What follows belongs to an exercise in optimizing a design on an open flow for small area, a short achievable clock period and few clock cycles; a production flow would make more cautious choices.
Power figures rest on the tool's default switching activity, not on a simulated workload.

Setup of the previous run:
==> flow/design.v (excerpt) <==
module maze(clk, reset, start_i, row_i, action_o, coord_o);
    input clk, reset, start_i;
    input [15:0] row_i;
    output reg [1:0] action_o;
    output reg [5:0] coord_o;
    localparam [1:0] A_IDLE = 2'b00, A_IN = 2'b01, A_CAL = 2'b10, A_OUT = 2'b11;
    reg [63:0] s1, s0;
    reg [8:0]  ph;      
    reg        ld;      
    reg [1:0]  T;       
    reg [1:0]  dm;      
    reg        tgt;     
    reg [7:0]  cpos, rpos;
    wire load = ld | ph[7];
    wire walk = (action_o == A_OUT);
    wire [7:0] in1, in0, isst;
    genvar g;
    generate for (g = 0; g < 8; g = g + 1) begin : col
        assign in1[g]  =  row_i[15-2*g] &  row_i[14-2*g];
        assign in0[g]  = ~row_i[15-2*g] &  row_i[14-2*g];
        assign isst[g] =  row_i[15-2*g] & ~row_i[14-2*g];
    end endgenerate
    wire       found = load & |isst;
    wire       last  = ph[7];    
    wire [7:0] ldr   = ph[7:0];
    reg [63:0] x1, x0;
    integer k;
    always @* begin
        x1 = s1;
        x0 = s0;
        for (k = 7; k < 64; k = k + 8) begin
  ...
Size in the first run: ~1600 cells after synthesis, about 27 I/O pins, ~9900 um2 of cells after synthesis.
==> module maze, before the edit <==
module maze(clk, reset, start_i, row_i, action_o, coord_o);
    input clk, reset, start_i;
    input [15:0] row_i;
    output reg [1:0] action_o;
    output reg [5:0] coord_o;
    localparam [1:0] A_IDLE = 2'b00, A_IN = 2'b01, A_CAL = 2'b10, A_OUT = 2'b11;
    reg [63:0] s1, s0;
    reg [8:0]  ph;      
    reg        ld;      
    reg [1:0]  T;       
    reg [1:0]  dm;      
    reg        tgt;     
    reg [7:0]  cpos, rpos;
    wire load = ld | ph[7];
    wire walk = (action_o == A_OUT);
    wire [7:0] in1, in0, isst;
    genvar g;
    generate for (g = 0; g < 8; g = g + 1) begin : col
        assign in1[g]  =  row_i[15-2*g] &  row_i[14-2*g];
        assign in0[g]  = ~row_i[15-2*g] &  row_i[14-2*g];
        assign isst[g] =  row_i[15-2*g] & ~row_i[14-2*g];
    end endgenerate
    wire       found = load & |isst;
    wire       last  = ph[7];    
    wire [7:0] ldr   = ph[7:0];
    reg [63:0] x1, x0;
    integer k;
    always @* begin
        x1 = s1;
        x0 = s0;
        for (k = 7; k < 64; k = k + 8) begin
            x1[k] = last ? in1[k >> 3] : s1[k];
            x0[k] = last ? in0[k >> 3] : s0[k];
        end
    end
    wire [63:0] ROW0 = 64'h0101010101010101;
    wire [63:0] ROW7 = 64'h8080808080808080;
    wire [63:0] nb  = ((x1 >> 1) & ~ROW7) | ((x1 << 1) & ~ROW0) | (x1 >> 8) | (x1 << 8);
    wire [63:0] nw  = nb & ~x1 & ~x0 & {64{~ld}};
    wire        lab = T[1] ^ T[0];       
    always @(posedge clk) begin
        for (k = 0; k < 64; k = k + 1) begin
            if (ldr[k & 7] & ((k & 7) != 7)) begin
                s1[k] <= in1[k >> 3];
                s0[k] <= in0[k >> 3];
            end else begin
                s1[k] <= x1[k] | nw[k];
                s0[k] <= x0[k] | (nw[k] & lab);
            end
        end
    end
    reg  [7:0] c1, c0, r1, r0;    
    integer a, b;
    always @* begin
        for (a = 0; a < 8; a = a + 1) begin
            c1[a] = 1'b0; c0[a] = 1'b0;
            r1[a] = 1'b0; r0[a] = 1'b0;
            for (b = 0; b < 8; b = b + 1) begin
                c1[a] = c1[a] | (cpos[b] & s1[b*8+a]);
                c0[a] = c0[a] | (cpos[b] & s0[b*8+a]);
                r1[a] = r1[a] | (rpos[b] & s1[a*8+b]);
                r0[a] = r0[a] | (rpos[b] & s0[a*8+b]);
            end
        end
    end
    wire [7:0] cv = c1 & ~(c0 ^ {8{tgt}});
    wire [7:0] rv = r1 & ~(r0 ^ {8{tgt}});
    wire up    = |(rpos[7:1] & cv[6:0]);
    wire down  = |(rpos[6:0] & cv[7:1]);
    wire left  = |(cpos[7:1] & rv[6:0]);
    wire right = |(cpos[6:0] & rv[7:1]);
    wire reach = up | down | left | right;
    function [2:0] enc(input [7:0] x);
        enc = {|x[7:4], x[2] | x[3] | x[6] | x[7], x[1] | x[3] | x[5] | x[7]};
    endfunction
    function [2:0] dec3(input [2:0] x);
        case (x)
            3'd0: dec3 = 3'd7; 3'd1: dec3 = 3'd0; 3'd2: dec3 = 3'd1; 3'd3: dec3 = 3'd2;
            3'd4: dec3 = 3'd3; 3'd5: dec3 = 3'd4; 3'd6: dec3 = 3'd5; default: dec3 = 3'd6;
        endcase
    endfunction
    function [2:0] inc3(input [2:0] x);
        case (x)
            3'd0: inc3 = 3'd1; 3'd1: inc3 = 3'd2; 3'd2: inc3 = 3'd3; 3'd3: inc3 = 3'd4;
            3'd4: inc3 = 3'd5; 3'd5: inc3 = 3'd6; 3'd6: inc3 = 3'd7; default: inc3 = 3'd0;
        endcase
    endfunction
    wire [2:0] cc = coord_o[5:3];
    wire [2:0] cr = coord_o[2:0];
    wire [2:0] crm = dec3(cr), crp = inc3(cr), ccm = dec3(cc), ccp = inc3(cc);
    wire mu = walk & up;
    wire md = walk & ~up & down;
    wire mv = walk & ~(up | down);           
    wire ml = mv & left;
    wire mr = mv & ~left;
    wire hold = ~found & ~walk;
    wire pd = cc[0] ^ cr[0] ^ row_i[4] ^ row_i[0];    
    always @(posedge clk) begin
        rpos <= ({8{found}} & ph[7:0]) | ({8{hold | mv}} & rpos)
              | ({8{mu}} & (rpos >> 1)) | ({8{md}} & (rpos << 1));
        cpos <= ({8{found}} & isst) | ({8{hold | mu | md}} & cpos)
              | ({8{ml}} & (cpos >> 1)) | ({8{mr}} & (cpos << 1));
        coord_o[2:0] <= ({3{found}} & enc(ph[7:0])) | ({3{hold | mv}} & cr)
                      | ({3{mu}} & crm) | ({3{md}} & crp);
        coord_o[5:3] <= ({3{found}} & enc(isst)) | ({3{hold | mu | md}} & cc)
                      | ({3{ml}} & ccm) | ({3{mr}} & ccp);
    end
    always @(posedge clk) begin
        if (ld) T <= 2'd0;
        else    T <= T + 2'd1;
        if (walk)                  dm <= dm - 2'd1;
        else if (action_o == A_IN) dm <= {~pd, pd};
        else                       dm <= T + 2'd1;
        tgt <= (walk & ~dm[1]) | (~walk & ~load & ((reach & tgt) | (~reach & lab)));
    end
    always @(posedge clk) begin
        case (action_o)
            A_IDLE:  begin ph <= {8'd0, start_i}; ld <= start_i; end
            A_IN:    begin ph <= ph << 1;         ld <= ld & ~ph[6]; end
            default: begin ph <= 9'd0;            ld <= 1'b0; end
        endcase
    end
    always @(posedge clk or posedge reset) begin
        if (reset) begin
            action_o <= A_IDLE;
        end else begin
            case (action_o)
                A_IDLE: if (start_i) action_o <= A_IN;
                A_IN:   if (ph[8]) action_o <= reach ? A_OUT : A_CAL;
                A_CAL: if (reach) action_o <= A_OUT;
                A_OUT: if (!reach) action_o <= A_IDLE;    
            endcase
        end
    end
endmodule
clock: 3.7 ns
lec_check: 0
abc_area: 1
cap_margin: 20
core_margin: 2
core_utilization: 40
setup_slack_margin: 1.3
slew_margin: 20
run.sh (not shown) runs the stock make flow with config.mk's settings and CLKGATE_MAP_FILE= SYNTH_SCRIPT=/design/flow/synth_recipe.tcl, a recipe that flattens the netlist after the stock synthesis.
Changes in the current run relative to the previous run:
==> flow/design.v <==
module maze(clk, reset, start_i, row_i, action_o, coord_o);
    input clk, reset, start_i;
    input [15:0] row_i;
    output reg [1:0] action_o;
    output [5:0] coord_o;
    localparam [1:0] A_IDLE = 2'b00, A_IN = 2'b01, A_CAL = 2'b10, A_OUT = 2'b11;
    reg [63:0] s1, s0;
    reg [3:0]  cnt;
    reg [1:0]  T;       
    reg [1:0]  dm;      
    reg        tgt;     
    reg [7:0]  cpos, rpos;
    wire load = (action_o == A_IN) & ~cnt[3];
    wire walk = (action_o == A_OUT);
    wire [7:0] in1, in0, isst;
    genvar g;
    generate for (g = 0; g < 8; g = g + 1) begin : col
        assign in1[g]  =  row_i[15-2*g] &  row_i[14-2*g];
        assign in0[g]  = ~row_i[15-2*g] &  row_i[14-2*g];
        assign isst[g] =  row_i[15-2*g] & ~row_i[14-2*g];
    end endgenerate
    wire       found = load & |isst;
    wire       last  = load & (cnt[2:0] == 3'd7);    
    wire [7:0] ldr   = {8{load}} & (8'd1 << cnt[2:0]);
    reg [63:0] x1, x0;
    integer k;
    always @* begin
        x1 = s1;
        x0 = s0;
        for (k = 7; k < 64; k = k + 8) begin
            x1[k] = last ? in1[k >> 3] : s1[k];
            x0[k] = last ? in0[k >> 3] : s0[k];
        end
    end
    wire [63:0] ROW0 = 64'h0101010101010101;
    wire [63:0] ROW7 = 64'h8080808080808080;
    wire [63:0] nb  = ((x1 >> 1) & ~ROW7) | ((x1 << 1) & ~ROW0) | (x1 >> 8) | (x1 << 8);
    wire [63:0] nw  = nb & ~x1 & ~x0 & {64{~load | last}};
    wire        lab = T[1] ^ T[0];       
    always @(posedge clk) begin
        for (k = 0; k < 64; k = k + 1) begin
            if (ldr[k & 7] & ((k & 7) != 7)) begin
                s1[k] <= in1[k >> 3];
                s0[k] <= in0[k >> 3];
            end else begin
                s1[k] <= x1[k] | nw[k];
                s0[k] <= x0[k] | (nw[k] & lab);
            end
        end
    end
    reg  [7:0] c1, c0, r1, r0;    
    integer a, b;
    always @* begin
        for (a = 0; a < 8; a = a + 1) begin
            c1[a] = 1'b0; c0[a] = 1'b0;
            r1[a] = 1'b0; r0[a] = 1'b0;
            for (b = 0; b < 8; b = b + 1) begin
                c1[a] = c1[a] | (cpos[b] & s1[b*8+a]);
                c0[a] = c0[a] | (cpos[b] & s0[b*8+a]);
                r1[a] = r1[a] | (rpos[b] & s1[a*8+b]);
                r0[a] = r0[a] | (rpos[b] & s0[a*8+b]);
            end
        end
    end
    wire [7:0] cv = c1 & ~(c0 ^ {8{tgt}});
    wire [7:0] rv = r1 & ~(r0 ^ {8{tgt}});
    wire up    = |(rpos[7:1] & cv[6:0]);
    wire down  = |(rpos[6:0] & cv[7:1]);
    wire left  = |(cpos[7:1] & rv[6:0]);
    wire right = |(cpos[6:0] & rv[7:1]);
    wire reach = up | down | left | right;
    function [2:0] enc(input [7:0] x);
        enc = {|x[7:4], x[2] | x[3] | x[6] | x[7], x[1] | x[3] | x[5] | x[7]};
    endfunction
    wire [2:0] cc = enc(cpos);
    wire [2:0] cr = enc(rpos);
    assign coord_o = {cc, cr};
    wire mu = walk & up;
    wire md = walk & ~up & down;
    wire mv = walk & ~(up | down);           
    wire ml = mv & left;
    wire mr = mv & ~left;
    wire hold = ~found & ~walk;
    wire pd = cc[0] ^ cr[0] ^ row_i[4] ^ row_i[0];    
    always @(posedge clk) begin
        rpos <= ({8{found}} & (8'd1 << cnt[2:0])) | ({8{hold | mv}} & rpos)
              | ({8{mu}} & (rpos >> 1)) | ({8{md}} & (rpos << 1));
        cpos <= ({8{found}} & isst) | ({8{hold | mu | md}} & cpos)
              | ({8{ml}} & (cpos >> 1)) | ({8{mr}} & (cpos << 1));
    end
    always @(posedge clk) begin
        if (load & ~last) T <= 2'd0;
        else              T <= T + 2'd1;
        if (walk)                  dm <= dm - 2'd1;
        else if (action_o == A_IN) dm <= {~pd, pd};
        else                       dm <= T + 2'd1;
        tgt <= (walk & ~dm[1]) | (~walk & ~load & ((reach & tgt) | (~reach & lab)));
    end
    always @(posedge clk or posedge reset) begin
        if (reset) begin
            action_o <= A_IDLE;
            cnt <= 4'd0;
        end else begin
            case (action_o)
                A_IDLE: begin
                    cnt <= 4'd0;
                    if (start_i) action_o <= A_IN;
                end
                A_IN: begin
                    cnt <= cnt + 4'd1;
                    if (cnt[3]) action_o <= reach ? A_OUT : A_CAL;
                end
                A_CAL: if (reach) action_o <= A_OUT;
                A_OUT: if (!reach) action_o <= A_IDLE;    
            endcase
        end
    end
endmodule
### Flow results
- Any difference in overall via count from detail_route between the current run and the previous run is small enough to ignore.
- Re multi-input combinational area share: the previous run was higher than the current run.
- Worst setup slack: the current run worse than the previous run
- The current run vs the previous run: highest net fanout along the worst path down in the current run
- The previous run → the current run: peak supply drop climbed about 170%; final instance area climbed about 2.8%.
- Higher synthesized flop and latch total goes to the previous run over the current run.
- The current run: async set-reset flop share out of synthesis is 2.7 points higher than what the previous run reported.
- | power | the current run vs the previous run | about 20% higher |
- Measured against each other, the current run and the previous run differ in critical path data required time, the higher figure coming from the previous run.
- Count of multi-input combinational gates (the current run over the previous run): decrease, 54
- Relative to the previous run, the footprint of the flip-flops and latches measured on the current run has decreased by a few percent.
- Lower part of the total power dissipated in sequential elements among the current run and the previous run: the current run
- Global-route wire length before repair on the current run is behind the previous run.
No run of this note included a check of the RTL's function; only the layout flow was run.

-- port drivers added, routing unchanged --
In the flow no input, the clock included, has a driving cell. The finished layouts below were timed again as built, in two steps. Step 1, drivers: a clkbuf_16 drives clk and a buf_2 each remaining input, both assumed. Step 2 also shifts input and output timing later by t, the mid clock arrival at the registers, as if the neighbouring blocks saw the same clock. Three values: no drivers, after step 1, after step 2; two values: the first two.
run | t (ns) | setup slack, ns | clock arrival spread, ns
the previous run | 0.491 | 1.388 / 1.388 / 0.935 | 0.012 / 0.012
the current run | 0.489 | 1.324 / 1.274 / 0.902 | 0.011 / 0.011
After both steps setup and hold are still met in every run listed. For the previous run, which loses most, drivers alone change the setup slack by 0.000 ns; drivers and shift together by -0.453 ns.
